Background: an optimization exercise with open tools, aiming at small area. Do not read the settings as production practice. Where RTL was checked, it was by simulation tests only, not by an equivalence proof against the original. Function not checked in run 2: the RTL went through the layout flow alone. Power and IR drop assume default switching activity.

==> flow/design.v (outline; a module is shown in full before it is edited, if it fits) <==
// module HandwashSensor: 749 lines
module HandwashSensor(
    input clk,
    input reset,
    input acceptLeftHandDistance,
    input [15:0] leftHandDistance,
    input acceptLeftHandGain,
    input [7:0] leftHandGain,
    input acceptRightHandDistance,
    input [15:0] rightHandDistance,
    input acceptRightHandGain,
    input [7:0] rightHandGain,
    output waterOn
);
  // ...
==> flow/flow/run.sh <==
#!/bin/bash
# Own layout flow: the standard synthesis, then its combinational logic
# is rebuilt as an explicit gate netlist (flow/mulgen.py: the same adder
# tree as the RTL, with inverted partial products so the full adders chain
# without inverters, and carry-selected test flags), then the standard
# layout steps from floorplan to finish, with buf_1 port buffers and a
# clock tree of clkbuf_4/clkbuf_8 without dummy loads.
set -euo pipefail
BOUNDS=12,18
RES=orfs/results/${FLOW_PLATFORM}/HandwashSensor/base
LIB=${FLOW_HOME}/platforms/${FLOW_PLATFORM}/lib/sky130_fd_sc_hd__tt_025C_1v80.lib
YOSYS=$(command -v yosys || echo "${FLOW_HOME}/../tools/install/yosys/bin/yosys")

bash standard.sh synth > 1_standard_synth.log 2>&1
cp "$RES/1_2_yosys.v" standard_netlist.v
python3 flow/mulgen.py net "$BOUNDS" standard_netlist.v net_pre.v > 2_mulgen.log 2>&1
MAP_LIB="$LIB" MAP_IN=net_pre.v MAP_TOP="$FLOW_TOP" MAP_OUT=net_post.v \
  "$YOSYS" -c flow/map.ys.tcl > 3_map_yosys.log 2>&1
cp net_post.v "$RES/1_2_yosys.v"
rm -f "$RES/1_synth.odb" "$RES/1_synth.sdc"
bash standard.sh finish \
  "BUFFER_PORTS_ARGS=-buffer_cell sky130_fd_sc_hd__buf_1" \
  "CTS_ARGS=-sink_clustering_enable -repair_clock_nets -dont_use_dummy_load -buf_list {sky130_fd_sc_hd__clkbuf_4 sky130_fd_sc_hd__clkbuf_8}" \
  > 4_layout.log 2>&1
==> flow/flow/map.ys.tcl <==
# Map the tail logic of the rewritten netlist; cells already instantiated stay as they are.
set lib $::env(MAP_LIB)
yosys read_liberty -lib $lib
yosys read_verilog $::env(MAP_IN)
yosys hierarchy -check -top $::env(MAP_TOP)
yosys proc
yosys opt -fast
yosys techmap
yosys opt -fast
yosys abc -liberty $lib -dont_use sky130_fd_sc_hd__probe_p_8 -dont_use sky130_fd_sc_hd__probec_p_8 -dont_use sky130_fd_sc_hd__lpflow_* -D 100 mgcar_*
yosys abc -liberty $lib -dont_use sky130_fd_sc_hd__probe_p_8 -dont_use sky130_fd_sc_hd__probec_p_8 -dont_use sky130_fd_sc_hd__lpflow_* -D 7000 $::env(MAP_TOP) mgfin_*
yosys scratchpad -set flatten.separator _
yosys flatten
yosys opt_clean -purge
yosys hilomap -singleton -hicell sky130_fd_sc_hd__conb_1 HI -locell sky130_fd_sc_hd__conb_1 LO
yosys splitnets
yosys opt_clean -purge
yosys stat -liberty $lib
yosys check -assert
yosys write_verilog -noattr -nohex -nodec $::env(MAP_OUT)
==> flow/standard.sh <==
#!/bin/bash
# synth_recipe.tcl (not shown) runs the flow's synth.tcl, then flattens the netlist and writes it again
# the make line also repeats each setting of config.mk as NAME=value (left out here)
make -C /OpenROAD-flow-scripts/flow DESIGN_CONFIG=/design/flow/config.mk WORK_HOME=/design/flow/orfs CLKGATE_MAP_FILE= SYNTH_SCRIPT=/design/flow/synth_recipe.tcl "${@:-finish}"
==> flow/config.mk <==
export PLATFORM = sky130hd
export DESIGN_NAME = HandwashSensor
export DESIGN_NICKNAME = HandwashSensor
export VERILOG_FILES = /design/flow/design.v
export SDC_FILE = /design/flow/constraint.sdc
export NUM_CORES = 4
export LEC_CHECK = 0
export CAP_MARGIN = 20
export CORE_MARGIN = 2
export CORE_UTILIZATION = 40
export GPL_TIMING_DRIVEN = 0
export SLEW_MARGIN = 20
==> flow/constraint.sdc <==
create_clock -name core_clock -period 7.0 [get_ports {clk}]
set_input_delay 1.4000 -clock core_clock [delete_from_list [all_inputs] [get_ports {clk}]]
set_output_delay 1.4000 -clock core_clock [all_outputs]
set_load 0.01 [all_outputs]
Not shown: flow/flow/mulgen.py
==> impl_metrics.toml, run 1 <==
[worst_setup_path]
worst_r2r_endpoint = "waterOnReg$_SDFF_PP0_"
regToRegSetupSlack_ns = 0.24
r2r.worst_path.cells = 17
worst_setup_path_category = "reg2reg"

[clock_network]
worstSkewPairLatency_ns = 0.32
postCtsSetupBuffers = 0
worst_setup_hold_path_clk_slew_ns = 0.09
cts_hold_buf = 0

[min_path]
worstHoldEndpoint = "rightHandDistanceHeld[0]$_SDFFE_PP0P_"
timing.hold.worst.class = "reg2reg"

[synth]
postSynthAreaPerCell_um2 = 10.7

[die]
initial_utilization = 0.409
dieWidth_um = 137

[drt]
drtIter0Drc = 233
wl_per_cell_um = 17.5
post_dr_vias_cell = 5.43

[layout]
fin_nets = 976
fin_util = 0.441
layout.non_clock_buffers = 54
layout.area.top_class = "multi-input combinational cells"

[grt]
grt_first_pass_wirelength_um = 28400

[timing]
max_clock_freq_ghz = 0.148
maxSlewHeadroom = 0.409
hold-worst-slack_ns = 0.666

[pwr]
power.combinational.total_mw = 0.214

[outcome]
outcome = "finished clean"
==> run 2, diff against run 1 <==
--- a/flow/design.v
+++ b/flow/design.v
@@ -269,32 +269,32 @@
 wire l_c111 = (l_pp_11_1 & l_pp_12_0) | ((l_pp_11_1 | l_pp_12_0) & l_c93);
 wire l_s112 = l_pp_11_1 ^ l_pp_12_0 ^ l_c93;
 wire l_c113 = (l_c95 & l_s108) | ((l_c95 | l_s108) & l_s110);
 wire l_s114 = l_c95 ^ l_s108 ^ l_s110;
 wire l_c115 = (l_c97 & l_c99) | ((l_c97 | l_c99) & l_s112);
 wire l_s116 = l_c97 ^ l_c99 ^ l_s112;
 wire l_c117 = (l_s114 & l_c101) | ((l_s114 | l_c101) & l_s116);
 wire l_s118 = l_s114 ^ l_c101 ^ l_s116;
-wire l_c119 = l_c103 & l_s118;
-wire l_s120 = l_c103 ^ l_s118;
+wire l_c119 = (l_c103 & l_s118) | ((l_c103 | l_s118) & l_c105);
+wire l_s120 = l_c103 ^ l_s118 ^ l_c105;
 wire l_c121 = (l_pp_6_7 & l_pp_7_6) | ((l_pp_6_7 | l_pp_7_6) & l_pp_8_5);
 wire l_s122 = l_pp_6_7 ^ l_pp_7_6 ^ l_pp_8_5;
 wire l_c123 = (l_pp_9_4 & l_pp_10_3) | ((l_pp_9_4 | l_pp_10_3) & l_pp_11_2);
 wire l_s124 = l_pp_9_4 ^ l_pp_10_3 ^ l_pp_11_2;
 wire l_c125 = (l_pp_12_1 & l_pp_13_0) | ((l_pp_12_1 | l_pp_13_0) & l_c107);
 wire l_s126 = l_pp_12_1 ^ l_pp_13_0 ^ l_c107;
 wire l_c127 = (l_c109 & l_s122) | ((l_c109 | l_s122) & l_s124);
 wire l_s128 = l_c109 ^ l_s122 ^ l_s124;
 wire l_c129 = (l_c111 & l_c113) | ((l_c111 | l_c113) & l_s126);
 wire l_s130 = l_c111 ^ l_c113 ^ l_s126;
 wire l_c131 = (l_s128 & l_c115) | ((l_s128 | l_c115) & l_s130);
 wire l_s132 = l_s128 ^ l_c115 ^ l_s130;
-wire l_c133 = (l_c117 & l_s132) | ((l_c117 | l_s132) & l_c119);
-wire l_s134 = l_c117 ^ l_s132 ^ l_c119;
+wire l_c133 = l_c117 & l_s132;
+wire l_s134 = l_c117 ^ l_s132;
 wire l_c135 = (l_pp_7_7 & l_pp_8_6) | ((l_pp_7_7 | l_pp_8_6) & l_pp_9_5);
 wire l_s136 = l_pp_7_7 ^ l_pp_8_6 ^ l_pp_9_5;
 wire l_c137 = (l_pp_10_4 & l_pp_11_3) | ((l_pp_10_4 | l_pp_11_3) & l_pp_12_2);
 wire l_s138 = l_pp_10_4 ^ l_pp_11_3 ^ l_pp_12_2;
 wire l_c139 = (l_pp_13_1 & l_pp_14_0) | ((l_pp_13_1 | l_pp_14_0) & l_c121);
 wire l_s140 = l_pp_13_1 ^ l_pp_14_0 ^ l_c121;
 wire l_c141 = (l_c123 & l_s136) | ((l_c123 | l_s136) & l_s138);
 wire l_s142 = l_c123 ^ l_s136 ^ l_s138;
@@ -368,21 +368,21 @@
 wire l_s210 = l_c199 ^ l_s208 ^ l_c201;
 wire l_c211 = (l_s210 & l_c203) | ((l_s210 | l_c203) & l_c205);
 wire l_s212 = l_s210 ^ l_c203 ^ l_c205;
 wire l_c213 = (l_pp_14_7 & l_pp_15_6) | ((l_pp_14_7 | l_pp_15_6) & l_c207);
 wire l_s214 = l_pp_14_7 ^ l_pp_15_6 ^ l_c207;
 wire l_c215 = (l_s214 & l_c209) | ((l_s214 | l_c209) & l_c211);
 wire l_s216 = l_s214 ^ l_c209 ^ l_c211;
 wire l_s217 = l_pp_15_7 ^ l_c213 ^ l_c215;
-wire [4:0] l_sec0 = {l_s106, l_s92, l_s78, l_s64, l_s50};
-wire l_cin1 = l_c105;
-wire [6:0] l_sec1_sum = {l_s188, l_s176, l_s162, l_s148, l_s134, l_s120} + l_cin1;
-wire [5:0] l_sec1 = l_sec1_sum[5:0];
-wire l_cin2 = l_c187 | l_sec1_sum[6];
+wire [5:0] l_sec0 = {l_s120, l_s106, l_s92, l_s78, l_s64, l_s50};
+wire l_cin1 = l_c119;
+wire [5:0] l_sec1_sum = {l_s188, l_s176, l_s162, l_s148, l_s134} + l_cin1;
+wire [4:0] l_sec1 = l_sec1_sum[4:0];
+wire l_cin2 = l_c187 | l_sec1_sum[5];
 wire [5:0] l_sec2_sum = {l_s217, l_s216, l_s212, l_s206, l_s198} + l_cin2;
 wire [4:0] l_sec2 = l_sec2_sum[4:0];
 wire [15:0] lHand = {l_sec2, l_sec1, l_sec0};
 wire l_nonZero = lHand != 16'd0;
 wire l_belowThreshold = lHand < 16'd1500;
 wire r_pp_0_0 = rightHandDistanceHeld[0] & rightHandGainHeld[0];
 wire r_pp_0_1 = rightHandDistanceHeld[0] & rightHandGainHeld[1];
 wire r_pp_0_2 = rightHandDistanceHeld[0] & rightHandGainHeld[2];
@@ -624,32 +624,32 @@
 wire r_c111 = (r_pp_11_1 & r_pp_12_0) | ((r_pp_11_1 | r_pp_12_0) & r_c93);
 wire r_s112 = r_pp_11_1 ^ r_pp_12_0 ^ r_c93;
 wire r_c113 = (r_c95 & r_s108) | ((r_c95 | r_s108) & r_s110);
 wire r_s114 = r_c95 ^ r_s108 ^ r_s110;
 wire r_c115 = (r_c97 & r_c99) | ((r_c97 | r_c99) & r_s112);
 wire r_s116 = r_c97 ^ r_c99 ^ r_s112;
 wire r_c117 = (r_s114 & r_c101) | ((r_s114 | r_c101) & r_s116);
 wire r_s118 = r_s114 ^ r_c101 ^ r_s116;
-wire r_c119 = r_c103 & r_s118;
-wire r_s120 = r_c103 ^ r_s118;
+wire r_c119 = (r_c103 & r_s118) | ((r_c103 | r_s118) & r_c105);
+wire r_s120 = r_c103 ^ r_s118 ^ r_c105;
 wire r_c121 = (r_pp_6_7 & r_pp_7_6) | ((r_pp_6_7 | r_pp_7_6) & r_pp_8_5);
 wire r_s122 = r_pp_6_7 ^ r_pp_7_6 ^ r_pp_8_5;
 wire r_c123 = (r_pp_9_4 & r_pp_10_3) | ((r_pp_9_4 | r_pp_10_3) & r_pp_11_2);
 wire r_s124 = r_pp_9_4 ^ r_pp_10_3 ^ r_pp_11_2;
 wire r_c125 = (r_pp_12_1 & r_pp_13_0) | ((r_pp_12_1 | r_pp_13_0) & r_c107);
 wire r_s126 = r_pp_12_1 ^ r_pp_13_0 ^ r_c107;
 wire r_c127 = (r_c109 & r_s122) | ((r_c109 | r_s122) & r_s124);
 wire r_s128 = r_c109 ^ r_s122 ^ r_s124;
 wire r_c129 = (r_c111 & r_c113) | ((r_c111 | r_c113) & r_s126);
 wire r_s130 = r_c111 ^ r_c113 ^ r_s126;
 wire r_c131 = (r_s128 & r_c115) | ((r_s128 | r_c115) & r_s130);
 wire r_s132 = r_s128 ^ r_c115 ^ r_s130;
-wire r_c133 = (r_c117 & r_s132) | ((r_c117 | r_s132) & r_c119);
-wire r_s134 = r_c117 ^ r_s132 ^ r_c119;
+wire r_c133 = r_c117 & r_s132;
+wire r_s134 = r_c117 ^ r_s132;
 wire r_c135 = (r_pp_7_7 & r_pp_8_6) | ((r_pp_7_7 | r_pp_8_6) & r_pp_9_5);
 wire r_s136 = r_pp_7_7 ^ r_pp_8_6 ^ r_pp_9_5;
 wire r_c137 = (r_pp_10_4 & r_pp_11_3) | ((r_pp_10_4 | r_pp_11_3) & r_pp_12_2);
 wire r_s138 = r_pp_10_4 ^ r_pp_11_3 ^ r_pp_12_2;
 wire r_c139 = (r_pp_13_1 & r_pp_14_0) | ((r_pp_13_1 | r_pp_14_0) & r_c121);
 wire r_s140 = r_pp_13_1 ^ r_pp_14_0 ^ r_c121;
 wire r_c141 = (r_c123 & r_s136) | ((r_c123 | r_s136) & r_s138);
 wire r_s142 = r_c123 ^ r_s136 ^ r_s138;
@@ -723,21 +723,21 @@
 wire r_s210 = r_c199 ^ r_s208 ^ r_c201;
 wire r_c211 = (r_s210 & r_c203) | ((r_s210 | r_c203) & r_c205);
 wire r_s212 = r_s210 ^ r_c203 ^ r_c205;
 wire r_c213 = (r_pp_14_7 & r_pp_15_6) | ((r_pp_14_7 | r_pp_15_6) & r_c207);
 wire r_s214 = r_pp_14_7 ^ r_pp_15_6 ^ r_c207;
 wire r_c215 = (r_s214 & r_c209) | ((r_s214 | r_c209) & r_c211);
 wire r_s216 = r_s214 ^ r_c209 ^ r_c211;
 wire r_s217 = r_pp_15_7 ^ r_c213 ^ r_c215;
-wire [4:0] r_sec0 = {r_s106, r_s92, r_s78, r_s64, r_s50};
-wire r_cin1 = r_c105;
-wire [6:0] r_sec1_sum = {r_s188, r_s176, r_s162, r_s148, r_s134, r_s120} + r_cin1;
-wire [5:0] r_sec1 = r_sec1_sum[5:0];
-wire r_cin2 = r_c187 | r_sec1_sum[6];
+wire [5:0] r_sec0 = {r_s120, r_s106, r_s92, r_s78, r_s64, r_s50};
+wire r_cin1 = r_c119;
+wire [5:0] r_sec1_sum = {r_s188, r_s176, r_s162, r_s148, r_s134} + r_cin1;
+wire [4:0] r_sec1 = r_sec1_sum[4:0];
+wire r_cin2 = r_c187 | r_sec1_sum[5];
 wire [5:0] r_sec2_sum = {r_s217, r_s216, r_s212, r_s206, r_s198} + r_cin2;
 wire [4:0] r_sec2 = r_sec2_sum[4:0];
 wire [15:0] rHand = {r_sec2, r_sec1, r_sec0};
 wire r_nonZero = rHand != 16'd0;
 wire r_belowThreshold = rHand < 16'd1500;
 reg waterOnReg;
 always @(posedge clk) begin
     if (reset)
--- a/flow/flow/run.sh
+++ b/flow/flow/run.sh
@@ -1,17 +1,17 @@
 #!/bin/bash
 # Own layout flow: the standard synthesis, then its combinational logic
 # is rebuilt as an explicit gate netlist (flow/mulgen.py: the same adder
 # tree as the RTL, with inverted partial products so the full adders chain
 # without inverters, and carry-selected test flags), then the standard
 # layout steps from floorplan to finish, with buf_1 port buffers and a
 # clock tree of clkbuf_4/clkbuf_8 without dummy loads.
 set -euo pipefail
-BOUNDS=12,18
+BOUNDS=13,18
 RES=orfs/results/${FLOW_PLATFORM}/HandwashSensor/base
 LIB=${FLOW_HOME}/platforms/${FLOW_PLATFORM}/lib/sky130_fd_sc_hd__tt_025C_1v80.lib
 YOSYS=$(command -v yosys || echo "${FLOW_HOME}/../tools/install/yosys/bin/yosys")
 
 bash standard.sh synth > 1_standard_synth.log 2>&1
 cp "$RES/1_2_yosys.v" standard_netlist.v
 python3 flow/mulgen.py net "$BOUNDS" standard_netlist.v net_pre.v > 2_mulgen.log 2>&1
 MAP_LIB="$LIB" MAP_IN=net_pre.v MAP_TOP="$FLOW_TOP" MAP_OUT=net_post.v \
--- a/flow/flow/mulgen.py
+++ b/flow/flow/mulgen.py
@@ -174,17 +174,16 @@
     secs = sections(bounds)
 
     def sig(x):
         net, inv = pol[x]
         return f"~{net}" if inv else net
     carry = None        # (net, inverted) carry into the current section
     fins = []           # per section: (Z, L, E) net names, or None for constant
     flags, muxes = {}, {}
-    invflag = set()
     for j, (a, w, k) in enumerate(secs):
         S = N.named(f"{p}_s{j}")
         bits = [sig(final[c][1]) for c in range(a, a + w)]
         early.append(f"wire [{w-1}:0] {S} = {{{', '.join(reversed(bits))}}};")
         all1 = (1 << w) - 1
 
         def flag(name, expr):
             if expr not in flags:
@@ -207,19 +206,17 @@
             cnet, cinv = carry
 
             def mux(f0, f1, name):
                 if cinv:
                     f0, f1 = f1, f0
                 key = (f0, f1, cnet)
                 if key not in muxes:
                     o = N.named(f"{p}_{name}{j}")
-                    # inverting mux: its output is the complement of the flag
-                    N.cell("mux2i_1", {"A0": f0, "A1": f1, "S": cnet, "Y": o})
-                    invflag.add(o)
+                    N.cell("mux2_1", {"A0": f0, "A1": f1, "S": cnet, "X": o})
                     muxes[key] = o
                 return muxes[key]
             z = mux(z0, z1, "Z")
             if k:
                 l = mux(l0, l1, "L")
                 e = mux(e0, e1, "E")
             else:
                 l, e = None, z
@@ -284,22 +281,20 @@
                 carinst.append(f"  mgcar_{p}{j} mgcar_{p}{j}_u ({pl}, .x({xn}));")
                 if co_inv:
                     # c = x | ~co_net
                     N.cell("nand2b_1", {"A_N": xn, "B": co_net, "Y": nc})
                 else:
                     N.cell("or2_1", {"A": xn, "B": co_net, "X": nc})
                 carry = (nc, False)
     # LT = L_top | E_top & (L_.. | E_.. & (...))
-    def ref(x):
-        return f"~{x}" if x in invflag else x
     lt = "1'b0"
     for z, l, e in fins:
-        lt = f"({ref(l)} | ({ref(e)} & {lt}))" if l else f"({ref(e)} & {lt})"
-    nz = " & ".join(ref(z) for z, _, _ in fins)
+        lt = f"({l} | ({e} & {lt}))" if l else f"({e} & {lt})"
+    nz = " & ".join(z for z, _, _ in fins)
     ins = []
     for f in fins:
         for x in f:
             if x and x not in ins:
                 ins.append(x)
     fin.append((p, ins, lt, f"~({nz})"))
 
 
==> run 2 against run 1 <==
- still clean on timing, DRC and antenna
- critical path depth up 1
- utilization up 0.41 points
- clock power about the same
- hold slack worse by 0.13 ns
- count of clock-buffer cells in the layout unchanged
- register-to-register slack about the same
- global-route usage down 0.10 points
- combinational power up 5%
- synthesized area about the same
- critical endpoint unchanged
- die area about the same
- clock skew up 0.0050 ns
==> impl_metrics.toml, run 2 <==
[die]
placement_rows = 48
top_level_ports = 55
initial_utilization = 0.408
die_h_um = 137
fp.coreArea_um2 = 17300
dieArea_um2 = 18700
dieWidth_um = 137

[worst_setup_path]
critPathMaxStageDelay_ns = 0.48
path_cells = "nand2_1 -> fa_1 -> fa_1 -> fa_1 -> fa_1 -> fa_1 -> fa_1 -> or2_1 -> fa_1 -> fa_1 -> fa_1 -> fa_1 -> fa_1 -> o31ai_2 -> mux2_1 -> nor2b_1 -> or2_1 -> and4b_1"
critical_path.startpoint_type = "flip-flop"
worst_r2r_startpoint = "rightHandGainHeld[1]$_SDFFE_PP0P_"
cp_most_frequent_cell = "sky130_fd_sc_hd__fa_1"
worst_setup_path_category = "reg2reg"
worstPathArrival_ns = 6.97
regToRegSetupSlack_ns = 0.25
cp.buffers_inverters = 0
r2r.worst_path.cells = 18
critPathMaxFanout = 17
critical_path_rt_ns = 7.22
critPathCaptureType = "flip-flop"
worst_r2r_endpoint = "waterOnReg$_SDFF_PP0_"
timing.critical_path.max_delay_family = "adder cells"
critical_path.slowest_cell = "sky130_fd_sc_hd__dfxtp_4"

[timing]
max_clock_freq_ghz = 0.148
final_setup_violation_count = 0
finalCritPeriodShare = 0.964
grt_setup_unrepaired = "no"
min_period_ns = 6.75
fin_skew_ns = 0.0138
timing_worst_slew_pin_value_ns = 1.03
slew_viols_final = 0
hold_viol_final = 0
maxSlewHeadroom = 0.311

[drt]
drtIter0Drc = 259
wl_per_cell_um = 17.4
drc = 0
post_dr_vias_cell = 5.46
drt_pass1_iterations = 5
antenna_left = 0
drt_wl_total_um = 16500
dr_total_vias = 5161

[min_path]
worstHoldEndpoint = "rightHandGainHeld[2]$_SDFFE_PP0P_"
worst_hold_startpoint = "rightHandGainHeld[2]$_SDFFE_PP0P_"
hold_path_depth = 1
timing.hold.worst.class = "reg2reg"

[grt]
grt_pass1_vias = 5789
pin_count_of_the_biggest_net_entering_global_routing = 18
grt_total_usage = 0.194
antenna_found_initial = 0
grt_first_pass_wirelength_um = 28400
globalRouteOverflowTotal = 0

[place]
final_weighted_congestion_in_routability_driven_placement = 0.790
buffer_ports.inserted = 54
dpl_cell_area_um2 = 7550
detailed_placement_hpwl_um = 13200

[synth]
postSynthAreaPerCell_um2 = 10.8
post_synth_inst_count = 657
yosysWarningCount = 1
netlist_area_um2 = 7060
synth_nets = 913

[pwr]
ir_drop_v = 0.0000699
leakage_nw = 1.44
totalPowerFinal_mw = 0.746
powerDensity_nw_per_um2 = 96.8

[layout]
drive_gt1_frac = 0.0444
diodes = 0
fin_nets = 978
mostFrequentLayoutCells = "258 x sky130_fd_sc_hd__nand2_1, 201 x sky130_fd_sc_hd__fa_1, 54 x sky130_fd_sc_hd__buf_1, 48 x sky130_fd_sc_hd__a22o_1, 31 x sky130_fd_sc_hd__dfxtp_1"
biggestRegsByFlops = "leftHandDistanceHeld: 16 flops, rightHandDistanceHeld: 16 flops"
synthToLayoutAreaGrowth_pct = 9.10
finalInstanceArea_um2 = 7710
layout.cells.most_common = "sky130_fd_sc_hd__nand2_1"

[clock_network]
tritoncts.num_buffers = 5
clkSinkCount = 49
root_buffer = "sky130_fd_sc_hd__clkbuf_8"
worstSkewPairLatency_ns = 0.32
ctsLongestPathBuffers = 2
cts_tree = "built"
worst_setup_hold_path_clk_slew_ns = 0.10
cts-htree-levels = 2

[outcome]
outcome = "finished clean"

[run]
max_cap_viol_count = 0
[run 2: final cells by class]
| type | instances | area [um^2] |
|---|---|---|
| Inverter | 1 | 3.75 |
| Timing Repair Buffer | 58 | 233 |
| Tap cell | 225 | 282 |
| Sequential cell | 49 | 1020 |
| Fill cell | 1634 | 9590 |
| Multi-Input combinational cell | 607 | 6100 |
| Clock buffer | 5 | 68.8 |
[run 2: worst max-delay path by stage]
stage                                           from                    end  slack (ns)  depth (start not counted)
6_report           rightHandGainHeld[1]$_SDFFE_PP0P_  waterOnReg$_SDFF_PP0_        0.25                         18
5_1_grt        rightHandDistanceHeld[0]$_SDFFE_PP0P_  waterOnReg$_SDFF_PP0_        0.02                         18
4_1_cts            rightHandGainHeld[3]$_SDFFE_PP0P_  waterOnReg$_SDFF_PP0_       0.004                         18
3_5_place_dp        leftHandGainHeld[3]$_SDFFE_PP0P_  waterOnReg$_SDFF_PP0_       -0.25                         18
3_3_place_gp        leftHandGainHeld[3]$_SDFFE_PP0P_  waterOnReg$_SDFF_PP0_       -0.18                         18
2_1_floorplan       leftHandGainHeld[3]$_SDFFE_PP0P_  waterOnReg$_SDFF_PP0_        0.39                         18
[run 2: through the flow]
stage	hold WS (ns)	worst slack (ns)	std cells	setup TNS (ns)	util
floorplan	0.566	0.390	657	0	-
global placement	0.673	-0.180	936	-0.180	0.436
detailed placement	0.671	-0.249	936	-0.249	0.437
CTS	0.659	0.00428	941	0	0.441
global route	0.546	0.0225	945	0	0.446
finish	0.532	0.251	945	0	0.446
[run 2: layer usage]
layer	vias to the layer above	global-route usage	part of all wire	wire, um
li1	2256	-	-	-
met1	2746	0.268	0.43	7050
met2	133	0.328	0.51	8390
met3	26	0.0200	0.042	696
met4	0	0.0573	0.022	359
met5	-	0	0	0
[run 2: report_power, final]
part	switching, mW	total, mW	internal (mW)
combinational	0.121	0.225	0.104
sequential	0.0603	0.357	0.296
clock	0.0991	0.164	0.0649
[run 2: repair_timing]
item / in CTS / in global routing
gates resized for setup: 10 / 19
setup endpoints to repair: 1 / 1
pin swaps: 0 / 0
hold buffers: 0 / 0
buffers inserted: 0 / 4

-- what the ideal ports hide --
No port has a modelled driver above. Below, the same layouts with a new extraction and two added sets of constraints. Step 1 sets driving cells, clkbuf_16 on the clock port and buf_2 on the other inputs (assumed; they add their load-dependent delay and slew). Step 2 also shifts input and output timing later by t, the mid clock arrival at the registers, as if the neighbouring blocks saw the same clock. Slacks: ideal / step 1 / step 2; pairs: ideal / step 1.
run	shift t [ns]	setup slack, ns	worst setup path after step 2	worst register clock-pin slew, ns	cell pins on the clock port's net
run 1	0.353	0.239 / 0.239 / 0.239	register to register	0.09 / 0.09	1
run 2	0.348	0.251 / 0.251 / 0.251	register to register	0.10 / 0.10	1
After both steps every run listed still meets setup and hold.
